This is an optimization exercise on Yosys and OpenROAD, whose aim is small area and a short achievable clock period, not a production implementation.
Power is estimated from default activity; no workload was simulated.

==> build 50 <==
==> flow/design.v (excerpt) <==
module compute_array (
    input clk, clear,
    input [3:0] tile_opcode,
    input [63:0] value_a, value_b,
    output [63:0] wire_out
);
==> module compare16, before the edit <==
module compare16 (
input [15:0] x, yn,
input s,
output lt, eq
);
wire gt1;
wire e2;
wire gt3;
wire e4;
wire gt5;
wire e6;
wire gt7;
wire e8;
wire gt9;
wire e10;
wire gt11;
wire e12;
wire gt13;
wire e14;
wire gt15;
wire e16;
wire gt17;
wire e18;
wire gt19;
wire e20;
wire gt21;
wire e22;
wire gt23;
wire e24;
wire gt25;
wire e26;
wire gt27;
wire e28;
wire gt29;
wire e30;
wire gt31;
wire e32;
wire gt33;
wire e34;
wire gt35;
wire e36;
wire gt37;
wire e38;
wire gt39;
wire e40;
wire gt41;
wire e42;
wire gt43;
wire e44;
wire gt45;
wire e46;
wire gt47;
wire e48;
wire gt49;
wire e50;
wire gt51;
wire e52;
wire gt53;
wire e54;
wire gt55;
wire e56;
wire gt57;
wire e58;
wire gt59;
wire e60;
wire gt61;
wire e62;
halfAdder h0(x[0], yn[0], e2, gt1);
halfAdder h1(x[1], yn[1], e4, gt3);
halfAdder h2(x[2], yn[2], e6, gt5);
halfAdder h3(x[3], yn[3], e8, gt7);
halfAdder h4(x[4], yn[4], e10, gt9);
halfAdder h5(x[5], yn[5], e12, gt11);
halfAdder h6(x[6], yn[6], e14, gt13);
halfAdder h7(x[7], yn[7], e16, gt15);
halfAdder h8(x[8], yn[8], e18, gt17);
halfAdder h9(x[9], yn[9], e20, gt19);
halfAdder h10(x[10], yn[10], e22, gt21);
halfAdder h11(x[11], yn[11], e24, gt23);
halfAdder h12(x[12], yn[12], e26, gt25);
halfAdder h13(x[13], yn[13], e28, gt27);
halfAdder h14(x[14], yn[14], e30, gt29);
assign gt31 = s ? (~x[15] & ~yn[15]) : (x[15] & yn[15]);
assign e32 = x[15] ^ yn[15];
cellA21oi agt33(e4, gt1, gt3, gt33);
cellNand2 ne34(e4, e2, e34);
cellA21oi agt35(e8, gt5, gt7, gt35);
cellNand2 ne36(e8, e6, e36);
cellA21oi agt37(e12, gt9, gt11, gt37);
cellNand2 ne38(e12, e10, e38);
cellA21oi agt39(e16, gt13, gt15, gt39);
cellNand2 ne40(e16, e14, e40);
cellA21oi agt41(e20, gt17, gt19, gt41);
cellNand2 ne42(e20, e18, e42);
cellA21oi agt43(e24, gt21, gt23, gt43);
cellNand2 ne44(e24, e22, e44);
cellA21oi agt45(e28, gt25, gt27, gt45);
cellNand2 ne46(e28, e26, e46);
cellA21oi agt47(e32, gt29, gt31, gt47);
cellNand2 ne48(e32, e30, e48);
cellO21ai ogt49(e36, gt33, gt35, gt49);
cellNor2 re50(e36, e34, e50);
cellO21ai ogt51(e40, gt37, gt39, gt51);
cellNor2 re52(e40, e38, e52);
cellO21ai ogt53(e44, gt41, gt43, gt53);
cellNor2 re54(e44, e42, e54);
cellO21ai ogt55(e48, gt45, gt47, gt55);
cellNor2 re56(e48, e46, e56);
cellA21oi agt57(e52, gt49, gt51, gt57);
cellNand2 ne58(e52, e50, e58);
cellA21oi agt59(e56, gt53, gt55, gt59);
cellNand2 ne60(e56, e54, e60);
cellO21ai ogt61(e60, gt57, gt59, gt61);
cellNor2 re62(e60, e58, e62);
assign lt = ~(gt61 | e62);
assign eq = e62;
endmodule
clock: 16.0 ns
lec_check: 0
cap_margin: 20
core_margin: 2
core_utilization: 40
setup_slack_margin: 3.0
slew_margin: 20
synth_hierarchical: 1
synth_minimum_keep_size: 0
standard.sh (not shown) runs the stock make flow with config.mk's settings and CLKGATE_MAP_FILE= SYNTH_SCRIPT=/design/flow/synth_recipe.tcl, a recipe that flattens the netlist after the stock synthesis.
==> flow/flow/run.sh <==
#!/bin/bash
# The standard layout (the standard.sh: standard synthesis, then ORFS to
# finish) with two changes:
# - the port buffers are sky130_fd_sc_hd__buf_1 cells in place of the delay
#   buffers buffer_ports picks by default;
# - before floorplanning, flow/downsize.tcl sets the combinational cells that
#   synthesis sized up back to drive strength 1 (repair sizes up again).
set -euo pipefail
here=$(pwd)
bash standard.sh synth > synth_flow.log 2>&1
bash standard.sh BUFFER_PORTS_ARGS="-buffer_cell sky130_fd_sc_hd__buf_1" \
    PRE_FLOORPLAN_TCL="$here/flow/downsize.tcl" finish > layout_flow.log 2>&1
==> flow/flow/downsize.tcl <==
# Before floorplanning: put every combinational cell that synthesis sized up
# back to its drive-strength-1 variant of the same function. The resizer's
# repair steps later size up again what slew, capacitance or timing need.
set db [ord::get_db]
set block [ord::get_db_block]
set n 0
foreach inst [$block getInsts] {
  set name [[$inst getMaster] getName]
  if { [regexp {^(sky130_fd_sc_hd__[a-z0-9]+)_([0-9]+)$} $name -> base drv] && $drv > 1 } {
    if { [string match "*__df*" $base] || [string match "*__sdf*" $base] || [string match "*__edf*" $base] } {
      continue
    }
    set master [$db findMaster ${base}_1]
    if { $master != "NULL" } {
      $inst swapMaster $master
      incr n
    }
  }
}
puts "downsize.tcl: $n instances set to drive strength 1"
==> inputs of trial 88, as changes to build 50 <==
SETUP_SLACK_MARGIN = 3.5   (was 3.0)
==> inputs of trial 52, as changes to build 50 <==
--- a/flow/design.v
+++ b/flow/design.v
@@ -292,117 +292,132 @@
 input s,
 output lt, eq
 );
-wire gt1;
-wire e2;
-wire gt3;
-wire e4;
-wire gt5;
-wire e6;
-wire gt7;
-wire e8;
-wire gt9;
-wire e10;
-wire gt11;
-wire e12;
-wire gt13;
-wire e14;
-wire gt15;
-wire e16;
-wire gt17;
-wire e18;
-wire gt19;
-wire e20;
-wire gt21;
-wire e22;
-wire gt23;
-wire e24;
-wire gt25;
-wire e26;
-wire gt27;
-wire e28;
-wire gt29;
-wire e30;
-wire gt31;
-wire e32;
-wire gt33;
-wire e34;
-wire gt35;
-wire e36;
-wire gt37;
-wire e38;
-wire gt39;
-wire e40;
-wire gt41;
-wire e42;
-wire gt43;
-wire e44;
-wire gt45;
-wire e46;
-wire gt47;
-wire e48;
-wire gt49;
-wire e50;
-wire gt51;
-wire e52;
-wire gt53;
-wire e54;
-wire gt55;
-wire e56;
-wire gt57;
-wire e58;
-wire gt59;
-wire e60;
-wire gt61;
-wire e62;
-halfAdder h0(x[0], yn[0], e2, gt1);
-halfAdder h1(x[1], yn[1], e4, gt3);
-halfAdder h2(x[2], yn[2], e6, gt5);
-halfAdder h3(x[3], yn[3], e8, gt7);
-halfAdder h4(x[4], yn[4], e10, gt9);
-halfAdder h5(x[5], yn[5], e12, gt11);
-halfAdder h6(x[6], yn[6], e14, gt13);
-halfAdder h7(x[7], yn[7], e16, gt15);
-halfAdder h8(x[8], yn[8], e18, gt17);
-halfAdder h9(x[9], yn[9], e20, gt19);
-halfAdder h10(x[10], yn[10], e22, gt21);
-halfAdder h11(x[11], yn[11], e24, gt23);
-halfAdder h12(x[12], yn[12], e26, gt25);
-halfAdder h13(x[13], yn[13], e28, gt27);
-halfAdder h14(x[14], yn[14], e30, gt29);
-assign gt31 = s ? (~x[15] & ~yn[15]) : (x[15] & yn[15]);
-assign e32 = x[15] ^ yn[15];
-cellA21oi agt33(e4, gt1, gt3, gt33);
-cellNand2 ne34(e4, e2, e34);
-cellA21oi agt35(e8, gt5, gt7, gt35);
-cellNand2 ne36(e8, e6, e36);
-cellA21oi agt37(e12, gt9, gt11, gt37);
-cellNand2 ne38(e12, e10, e38);
-cellA21oi agt39(e16, gt13, gt15, gt39);
-cellNand2 ne40(e16, e14, e40);
-cellA21oi agt41(e20, gt17, gt19, gt41);
-cellNand2 ne42(e20, e18, e42);
-cellA21oi agt43(e24, gt21, gt23, gt43);
-cellNand2 ne44(e24, e22, e44);
-cellA21oi agt45(e28, gt25, gt27, gt45);
-cellNand2 ne46(e28, e26, e46);
-cellA21oi agt47(e32, gt29, gt31, gt47);
-cellNand2 ne48(e32, e30, e48);
-cellO21ai ogt49(e36, gt33, gt35, gt49);
-cellNor2 re50(e36, e34, e50);
-cellO21ai ogt51(e40, gt37, gt39, gt51);
-cellNor2 re52(e40, e38, e52);
-cellO21ai ogt53(e44, gt41, gt43, gt53);
-cellNor2 re54(e44, e42, e54);
-cellO21ai ogt55(e48, gt45, gt47, gt55);
-cellNor2 re56(e48, e46, e56);
-cellA21oi agt57(e52, gt49, gt51, gt57);
-cellNand2 ne58(e52, e50, e58);
-cellA21oi agt59(e56, gt53, gt55, gt59);
-cellNand2 ne60(e56, e54, e60);
-cellO21ai ogt61(e60, gt57, gt59, gt61);
-cellNor2 re62(e60, e58, e62);
-assign lt = ~(gt61 | e62);
-assign eq = e62;
+wire g1;
+wire l2;
+wire g3;
+wire l4;
+wire g5;
+wire l6;
+wire g7;
+wire l8;
+wire g9;
+wire l10;
+wire g11;
+wire l12;
+wire g13;
+wire l14;
+wire g15;
+wire l16;
+wire g17;
+wire l18;
+wire g19;
+wire l20;
+wire g21;
+wire l22;
+wire g23;
+wire l24;
+wire g25;
+wire l26;
+wire g27;
+wire l28;
+wire g29;
+wire l30;
+wire g31;
+wire l32;
+wire g33;
+wire l34;
+wire g35;
+wire l36;
+wire g37;
+wire l38;
+wire g39;
+wire l40;
+wire g41;
+wire l42;
+wire g43;
+wire l44;
+wire g45;
+wire l46;
+wire g47;
+wire l48;
+wire g49;
+wire l50;
+wire g51;
+wire l52;
+wire g53;
+wire l54;
+wire g55;
+wire l56;
+wire g57;
+wire l58;
+wire g59;
+wire l60;
+wire g61;
+wire l62;
+cellNand2 a0(x[0], yn[0], g1);
+cellNor2 b0(x[0], yn[0], l2);
+cellNand2 a1(x[1], yn[1], g3);
+cellNor2 b1(x[1], yn[1], l4);
+cellNand2 a2(x[2], yn[2], g5);
+cellNor2 b2(x[2], yn[2], l6);
+cellNand2 a3(x[3], yn[3], g7);
+cellNor2 b3(x[3], yn[3], l8);
+cellNand2 a4(x[4], yn[4], g9);
+cellNor2 b4(x[4], yn[4], l10);
+cellNand2 a5(x[5], yn[5], g11);
+cellNor2 b5(x[5], yn[5], l12);
+cellNand2 a6(x[6], yn[6], g13);
+cellNor2 b6(x[6], yn[6], l14);
+cellNand2 a7(x[7], yn[7], g15);
+cellNor2 b7(x[7], yn[7], l16);
+cellNand2 a8(x[8], yn[8], g17);
+cellNor2 b8(x[8], yn[8], l18);
+cellNand2 a9(x[9], yn[9], g19);
+cellNor2 b9(x[9], yn[9], l20);
+cellNand2 a10(x[10], yn[10], g21);
+cellNor2 b10(x[10], yn[10], l22);
+cellNand2 a11(x[11], yn[11], g23);
+cellNor2 b11(x[11], yn[11], l24);
+cellNand2 a12(x[12], yn[12], g25);
+cellNor2 b12(x[12], yn[12], l26);
+cellNand2 a13(x[13], yn[13], g27);
+cellNor2 b13(x[13], yn[13], l28);
+cellNand2 a14(x[14], yn[14], g29);
+cellNor2 b14(x[14], yn[14], l30);
+assign g31 = ~(s ? (~x[15] & ~yn[15]) : (x[15] & yn[15]));
+assign l32 = s ? (x[15] & yn[15]) : (~x[15] & ~yn[15]);
+cellO21ai og33(l4, g1, g3, g33);
+cellA21oi al34(g3, l2, l4, l34);
+cellO21ai og35(l8, g5, g7, g35);
+cellA21oi al36(g7, l6, l8, l36);
+cellO21ai og37(l12, g9, g11, g37);
+cellA21oi al38(g11, l10, l12, l38);
+cellO21ai og39(l16, g13, g15, g39);
+cellA21oi al40(g15, l14, l16, l40);
+cellO21ai og41(l20, g17, g19, g41);
+cellA21oi al42(g19, l18, l20, l42);
+cellO21ai og43(l24, g21, g23, g43);
+cellA21oi al44(g23, l22, l24, l44);
+cellO21ai og45(l28, g25, g27, g45);
+cellA21oi al46(g27, l26, l28, l46);
+cellO21ai og47(l32, g29, g31, g47);
+cellA21oi al48(g31, l30, l32, l48);
+cellA21oi ag49(l36, g33, g35, g49);
+cellO21ai ol50(g35, l34, l36, l50);
+cellA21oi ag51(l40, g37, g39, g51);
+cellO21ai ol52(g39, l38, l40, l52);
+cellA21oi ag53(l44, g41, g43, g53);
+cellO21ai ol54(g43, l42, l44, l54);
+cellA21oi ag55(l48, g45, g47, g55);
+cellO21ai ol56(g47, l46, l48, l56);
+cellO21ai og57(l52, g49, g51, g57);
+cellA21oi al58(g51, l50, l52, l58);
+cellO21ai og59(l56, g53, g55, g59);
+cellA21oi al60(g55, l54, l56, l60);
+cellA21oi ag61(l60, g57, g59, g61);
+cellO21ai ol62(g59, l58, l60, l62);
+assign lt = l62;
+assign eq = g61 & ~l62;
 endmodule
 module computationTile (
 input clk, clear,
SETUP_SLACK_MARGIN = 3.5   (was 3.0)
==> results.toml <==
[layout]
clock_area_share_pct = 1.441
buffers = 266
nClkBuffers = 11
instances_no_fill = 3171

[pwr]
p_sw_mw = 0.8835
powerClk_mw = 0.240
pwr-share-clk_pct = 14.3
power_mw = 1.686
pwr.group.sequential_mw = 0.247

[detailed_routing]
drt_iter0_markers = 1503
viasPerCell = 5.997

[setup_path]
cp_max_fo = 42

[hold_path]
whs_endpoint = "ctl[3].tile_i.R[6]"

[floorplan]
initial_core_util_pct = 40.35

[logic_synthesis]
syn_inst = 2294

[sta]
whs_ns = 0.8779

[outcome]
outcome = "complete, no violations"
# the run above: trial 52

==> results.toml <==
[pwr]
p_sw_mw = 0.8717
powerClk_mw = 0.268
power_mw = 1.727
pwr.group.sequential_mw = 0.252
pwr-share-clk_pct = 15.5

[layout]
instances_no_fill = 3142
clock_area_share_pct = 1.573
nClkBuffers = 12
buffers = 304

[sta]
whs_ns = 0.8602

[detailed_routing]
viasPerCell = 5.999
drt_iter0_markers = 1336

[floorplan]
initial_core_util_pct = 40.64

[setup_path]
cp_max_fo = 51

[outcome]
outcome = "complete, no violations"
# the run above: trial 88

==> results.toml <==
[pwr]
pwr.group.sequential_mw = 0.246
comb_power_mw = 1.17
top_power_group = "combinational logic"
power_mw = 1.678
p_sw_mw = 0.8523

[floorplan]
initial_core_util_pct = 40.64

[setup_path]
cp_max_fo = 51
cp_top_family = "adder cells"
cp-startpoint = "clear"

[layout]
instances_no_fill = 3092
nClkBuffers = 12
clock_area_share_pct = 1.622

[outcome]
outcome = "complete, no violations"

[logic_synthesis]
syn_inst = 2230

[detailed_routing]
drt_iter0_markers = 1338
viasPerCell = 5.978

[global_route]
grt_pass1_vias = 18760

[sta]
whs_ns = 0.9138
# the run above: build 50

Function was not checked in any run of this note: the RTL went through the layout flow alone.

==> what the ideal ports hide <==
The results above use ideal ports. As a check the final layouts listed here were re-extracted and re-timed, cells and wires unchanged. Step 1 sets driving cells, clkbuf_16 on the clock port and buf_2 on the other inputs (assumed; they add their load-dependent delay and slew). Step 2 times the ports against the registers' clock, not the clock port: input delays grow and output delays shrink by t, the midpoint of the rising clock arrivals with the driver on. a / b / c = ideal / step 1 / step 2; a / b = the first two.
| run | shift t [ns] | slack for setup (ns) | worst setup path at the end |
|---|---|---|---|
| build 50 | 0.435 | 3.342 / 3.321 / 3.321 | input to output |
| trial 88 | 0.432 | 3.743 / 3.722 / 3.722 | input to output |
| trial 52 | 0.440 | 3.698 / 3.661 / 3.661 | input to output |
After both steps setup and hold are still met in every run listed. For trial 52, which loses most, drivers alone change the setup slack by -0.037 ns; drivers and shift together by -0.037 ns.
